This design comes from an exercise in tuning for small area on the open sky130 flow, not from production work. In this exercise RTL edits were held to simulation tests only and were not proved equivalent to the original.

## flow/design.v (module list and top-level ports; edited modules follow where they fit)
// module fft_8point: 2937 lines
// module fa: 4 lines
// module ha: 4 lines
module fft_8point(
    input clk,
    input rst,
    input  signed [15:0] x_real_0, input signed [15:0] x_imag_0,
    input  signed [15:0] x_real_1, input signed [15:0] x_imag_1,
    input  signed [15:0] x_real_2, input signed [15:0] x_imag_2,
    input  signed [15:0] x_real_3, input signed [15:0] x_imag_3,
    input  signed [15:0] x_real_4, input signed [15:0] x_imag_4,
    input  signed [15:0] x_real_5, input signed [15:0] x_imag_5,
    input  signed [15:0] x_real_6, input signed [15:0] x_imag_6,
    input  signed [15:0] x_real_7, input signed [15:0] x_imag_7,
    output signed [15:0] X_real_0, output signed [15:0] X_imag_0,
    output signed [15:0] X_real_1, output signed [15:0] X_imag_1,
    output signed [15:0] X_real_2, output signed [15:0] X_imag_2,
    output signed [15:0] X_real_3, output signed [15:0] X_imag_3,
    output signed [15:0] X_real_4, output signed [15:0] X_imag_4,
    output signed [15:0] X_real_5, output signed [15:0] X_imag_5,
    output signed [15:0] X_real_6, output signed [15:0] X_imag_6,
    output signed [15:0] X_real_7, output signed [15:0] X_imag_7
);
  // ...
==> flow/flow/run.sh <==
#!/bin/bash
# The standard layout (standard.sh, unchanged synthesis and steps); the only
# difference is the cell used for the port buffers: buf_1 instead of the default.
export BUFFER_PORTS_ARGS="-buffer_cell sky130_fd_sc_hd__buf_1"
bash standard.sh > standard.log 2>&1
==> flow/standard.sh <==
#!/bin/bash
# synth_recipe.tcl (not shown) runs the flow's synth.tcl, then flattens the netlist and writes it again
# the make line also repeats each setting of config.mk as NAME=value (left out here)
make -C /OpenROAD-flow-scripts/flow DESIGN_CONFIG=/design/flow/config.mk WORK_HOME=/design/flow/orfs CLKGATE_MAP_FILE= SYNTH_SCRIPT=/design/flow/synth_recipe.tcl "${@:-finish}"
==> flow/config.mk <==
export PLATFORM = sky130hd
export DESIGN_NAME = fft_8point
export DESIGN_NICKNAME = fft_8point
export VERILOG_FILES = /design/flow/design.v
export SDC_FILE = /design/flow/constraint.sdc
export NUM_CORES = 4
export LEC_CHECK = 0
export CAP_MARGIN = 20
export CORE_MARGIN = 2
export CORE_UTILIZATION = 60
export CTS_BUF_LIST = sky130_fd_sc_hd__clkbuf_16
export CTS_CLUSTER_DIAMETER = 120
export CTS_CLUSTER_SIZE = 24
export SLEW_MARGIN = 20
export SYNTH_HIERARCHICAL = 1
export SYNTH_MINIMUM_KEEP_SIZE = 0
==> flow/constraint.sdc <==
create_clock -name core_clock -period 10.0 [get_ports {clk}]
set_input_delay 2.0000 -clock core_clock [delete_from_list [all_inputs] [get_ports {clk}]]
set_output_delay 2.0000 -clock core_clock [all_outputs]
set_load 0.01 [all_outputs]
==> impl_metrics.tcl, run 1 <==
set metrics [dict create \
    rsz0062_at_grt "no" \
    dr_wl_met2_um 52500 \
    crit_top_cell "fa_1" \
    drv_cap 0 \
    worst_path_max_delay_cell "fa_1" \
    maxSlewHeadroom_pct 39.7 \
    coreArea_mm2 0.0660 \
    start_util_pct 60.7 \
    ctsHoldBuffers 0 \
    cts_tree "built" \
    syn_area_per_cell_um2 14.3 \
    io_pins 514 \
    synthTopCellsByArea "fa_1, dfxtp_1, inv_1, nor2_1, ha_1" \
    synth-compound-area-share_pct 0.768 \
    fin_ws_ps 318 \
    cts.clk_slew.worst_paths_ps 90 \
    ys_top_cells_by_count "fa_1, dfxtp_1, inv_1, nor2_1, ha_1" \
    min_period_ps 9680 \
    layout-drive-gt1-share_pct 2.40 \
    timing.rr.end "r3_u1r[15]$_DFF_P_" \
    use_met2_pct 54.2 \
    nonClkBufAreaFrac_pct 4.48 \
    r2r_start "r2_sd1[0]$_DFF_P_" \
    status "complete, no violations" \
    async_flop_share_pct 0.397 \
    synth_mux_area_share_pct 0.0281 \
    cp-start-kind "flip-flop" \
]
==> run 2, diff against run 1 <==
==> flow/run.sh (new file) <==
#!/bin/bash
# synth_recipe.tcl (not shown) runs the flow's synth.tcl, then flattens the netlist and writes it again
# the make line also repeats each setting of config.mk as NAME=value (left out here)
make -C /OpenROAD-flow-scripts/flow DESIGN_CONFIG=/design/flow/config.mk WORK_HOME=/design/flow/orfs CLKGATE_MAP_FILE= SYNTH_SCRIPT=/design/flow/synth_recipe.tcl finish
--- a/flow/config.mk
+++ b/flow/config.mk
@@ -9,8 +9,8 @@
 export CORE_MARGIN = 2
 export CORE_UTILIZATION = 60
 export CTS_BUF_LIST = sky130_fd_sc_hd__clkbuf_16
-export CTS_CLUSTER_DIAMETER = 120
-export CTS_CLUSTER_SIZE = 24
+export CTS_CLUSTER_DIAMETER = 140
+export CTS_CLUSTER_SIZE = 30
 export SLEW_MARGIN = 20
 export SYNTH_HIERARCHICAL = 1
 export SYNTH_MINIMUM_KEEP_SIZE = 0
removed: flow/flow/run.sh
removed: flow/standard.sh
==> run 2 against run 1 <==
Still clean. Via count increased by 0.90%. First-iteration DRC count decreased by 0.31%. Flip-flop and latch count unchanged. Cell area increased by 6.8%. Fmax decreased by 0.99%. Critical endpoint is now X_real_0[14]. Highest routed layer unchanged.
==> impl_metrics.tcl, run 2 <==
set metrics [dict create \
    synthTopCellsByArea "fa_1, dfxtp_1, inv_1, nor2_1, ha_1" \
    cts_made_buffers 29 \
    clockRootBuffer "clkbuf_16" \
    drtAntennaViolNets 0 \
    numPortBuffers 513 \
    dp.cells 4155 \
    h-tree-depth 1 \
    fin_cells 4194 \
    synth_seq_cells 756 \
    synth_largest_area_cell "fa_1" \
    fin_ws_ps 221 \
    grt_overflow_total 0 \
    ys_top_cells_by_count "fa_1, dfxtp_1, inv_1, nor2_1, ha_1" \
    vias 21700 \
    timing.rr.end "r3_u3r[15]$_DFF_P_" \
    fmaxAchievable_ghz 0.102 \
    utilization_pct 71.4 \
    ys_types 47 \
    coreArea_mm2 0.0660 \
    start_util_pct 60.7 \
    drc 0 \
    reg2reg_depth 26 \
    hp-start "r2_02i[10]$_DFF_P_" \
    yosysMostFrequentCell "fa_1" \
    r2r_start "r2_sd3[18]$_DFF_P_" \
    grt_max_degree 122 \
    dp_hpwl_um 91600 \
    critical_path_required_ps 8000 \
    worstMarginPinSlew_ps 848 \
    maxSlewViolCount 0 \
    grt_pass1_wl_um 154000 \
    netlist_area_mm2 0.0401 \
    dieHeight_um 262 \
    reg_top3 "r2_sd1 (33), r2_sd3 (33)" \
    min_to "r3_02i[10]$_DFF_P_" \
    ctsHoldBuffers 0 \
    dr.pass1.iters 5 \
    num_rows 94 \
    area_growth_pct 17.6 \
    die_w_um 262 \
    wl_per_cell_um 24.4 \
    layout-drive-gt1-share_pct 2.19 \
    maxSlewHeadroom_pct 43.4 \
    r2r_slack_ps 250 \
    syn-num-nets 4093 \
    async_flop_share_pct 0.397 \
    hold_depth 0 \
    place.gp.congestion 1.01 \
    cts_tree "built" \
    syn_area_per_cell_um2 14.3 \
    dp_slack_ps 19.5 \
    place_area_mm2 0.0462 \
    clock_skew_ps 28.5 \
    crit_path_end_kind "output pin" \
    gr-usage-all-layers_pct 31.0 \
    drtIter0Drc 1301 \
    status "complete, no violations" \
    clock_sinks 756 \
    setup-violations-final 0 \
    grt_pass1_vias 25114 \
    cts.clk_slew.worst_paths_ps 120 \
    dieArea_mm2 0.0689 \
    final_nets 4617 \
    cp-start-kind "flip-flop" \
    critPathKind "flip-flop to output pin" \
    yosysSeqAreaShare_pct 37.8 \
    min_period_ps 9780 \
    drv_cap 0 \
    insertion_delay_ps 640 \
    ys.warnings.count 7 \
    wl_um 102000 \
    cp.arrival_ps 7780 \
    cts_buffer_depth 3 \
    grt_antenna_before_repair 9 \
    min_path_type "flip-flop to flip-flop" \
    yosys_most_used_dff "dfxtp_1" \
    mostFrequentLayoutCells "fa_1, dfxtp_1, clkdlybuf4s50_1" \
    netlist_instances 2803 \
    hold_violations 0 \
    synth_edf_count 0 \
    vias_per_cell 5.17 \
    post-route-period-util_pct 97.8 \
    synth_top_area_share_pct 48.9 \
    final_area_mm2 0.0471 \
    layout_commonest_cell "fa_1" \
    critPathMaxFanout 3 \
    rsz0062_at_grt "yes" \
    io_pins 514 \
]
## run 2: cell counts after synthesis
No cell type changed its count.
## run 2: layout make-up
class	instances	area, µm²
fill	4363	18900
timing repair buffer	521	5210
inverter	478	1790
sequential	756	15200
antenna	2	5.00
tap	864	1080
clock inverter	3	42.5
multi-input combinational	1541	23100
clock buffer	29	726
## run 2: worst max-delay path, cell delays in order (launching register included)
cell,delay [ps]
dfxtp_1,370
inv_1,90
ha_1,160
inv_1,50
fa_1,370
fa_1,390
fa_1,400
fa_1,390
fa_1,470
fa_1,420
fa_1,390
fa_1,410
fa_1,400
fa_1,390
fa_1,380
fa_1,400
fa_1,400
fa_1,440
nor2_1,210
clkdlybuf4s50_1,600
## run 2: per-module statistics from Yosys, one instance, submodules excluded
module | cells | flops+latches | times used | cell area [µm²]
ha | 1 | 0 | 35 | 12.5
fa | 1 | 0 | 978 | 20.0
fft_8point | 1790 | 756 | 1 | 20100
## run 2: worst max path at each step
stage / startpoint / end / slack, ps / cells past startpoint
after floorplan: r2_sd3[0]$_DFF_P_ / r3_u3r[15]$_DFF_P_ / 570 / 26
after global placement: r2_sd3[0]$_DFF_P_ / r3_u3r[15]$_DFF_P_ / 230 / 26
after detailed placement: r2_sd3[0]$_DFF_P_ / r3_u3r[15]$_DFF_P_ / 20 / 26
after CTS: r3_02i[0]$_DFF_P_ / X_imag_2[15] / 20 / 19
after global routing: r2_sd3[18]$_DFF_P_ / r3_u3r[15]$_DFF_P_ / -90 / 26
final: r3_02r[0]$_DFF_P_ / X_real_0[14] / 220 / 19
## run 2: layer usage
layer,global-route usage (%),vias to the layer above,routed length [µm]
met4,6.49,10,2380
met2,55.6,685,54200
li1,-,9185,-
met3,3.97,112,5340
met1,40.8,11708,40400
met5,0,-,70
## run 2: kinds of logic after synthesis
logic type | share of synthesized area [%]
other cells | 0.00936
fa+ha+maj | 50.7
xor+xnor | 2.19
flops | 37.8
buf+inv | 4.74
compound gates | 0.768
mux | 0.0281
simple gates | 3.76
## run 2: timing repair
item / in CTS / in global routing
endpoints found under the setup margin: 3 / 11
buffers inserted: 0 / 5
pin swaps: 0 / 4
endpoints found under the hold margin: 0 / 0
gates resized for setup: 2 / 30
## run 2: through the flow
stage	TNS [ps]	hold slack (ps)
global route	-94.8	304
detailed placement	0	312
floorplan	0	310
finish	0	313
global placement	0	311
CTS	0	313

re-timing with driven ports:
How much do the figures lean on ideal ports? The routed layouts below were timed once more, with nothing changed but the port constraints.
Step 1 sets driving cells, clkbuf_16 on the clock port and buf_2 on the other inputs (assumed; they add their load-dependent delay and slew).
Step 2 also shifts input and output timing later by t, the mid clock arrival at the registers, as if the neighbouring blocks saw the same clock.
Three values: ideal ports, drivers, drivers and shift; two values: the first two.
run | t (ns) | setup WS [ns] | worst setup path after step 2 | latest minus earliest clock arrival (ns)
run 1 | 0.655 | 0.318 / 0.275 / 0.318 | register to register | 0.022 / 0.023
run 2 | 0.692 | 0.221 / 0.153 / 0.250 | register to register | 0.033 / 0.034
After both steps every run listed still meets setup and hold.
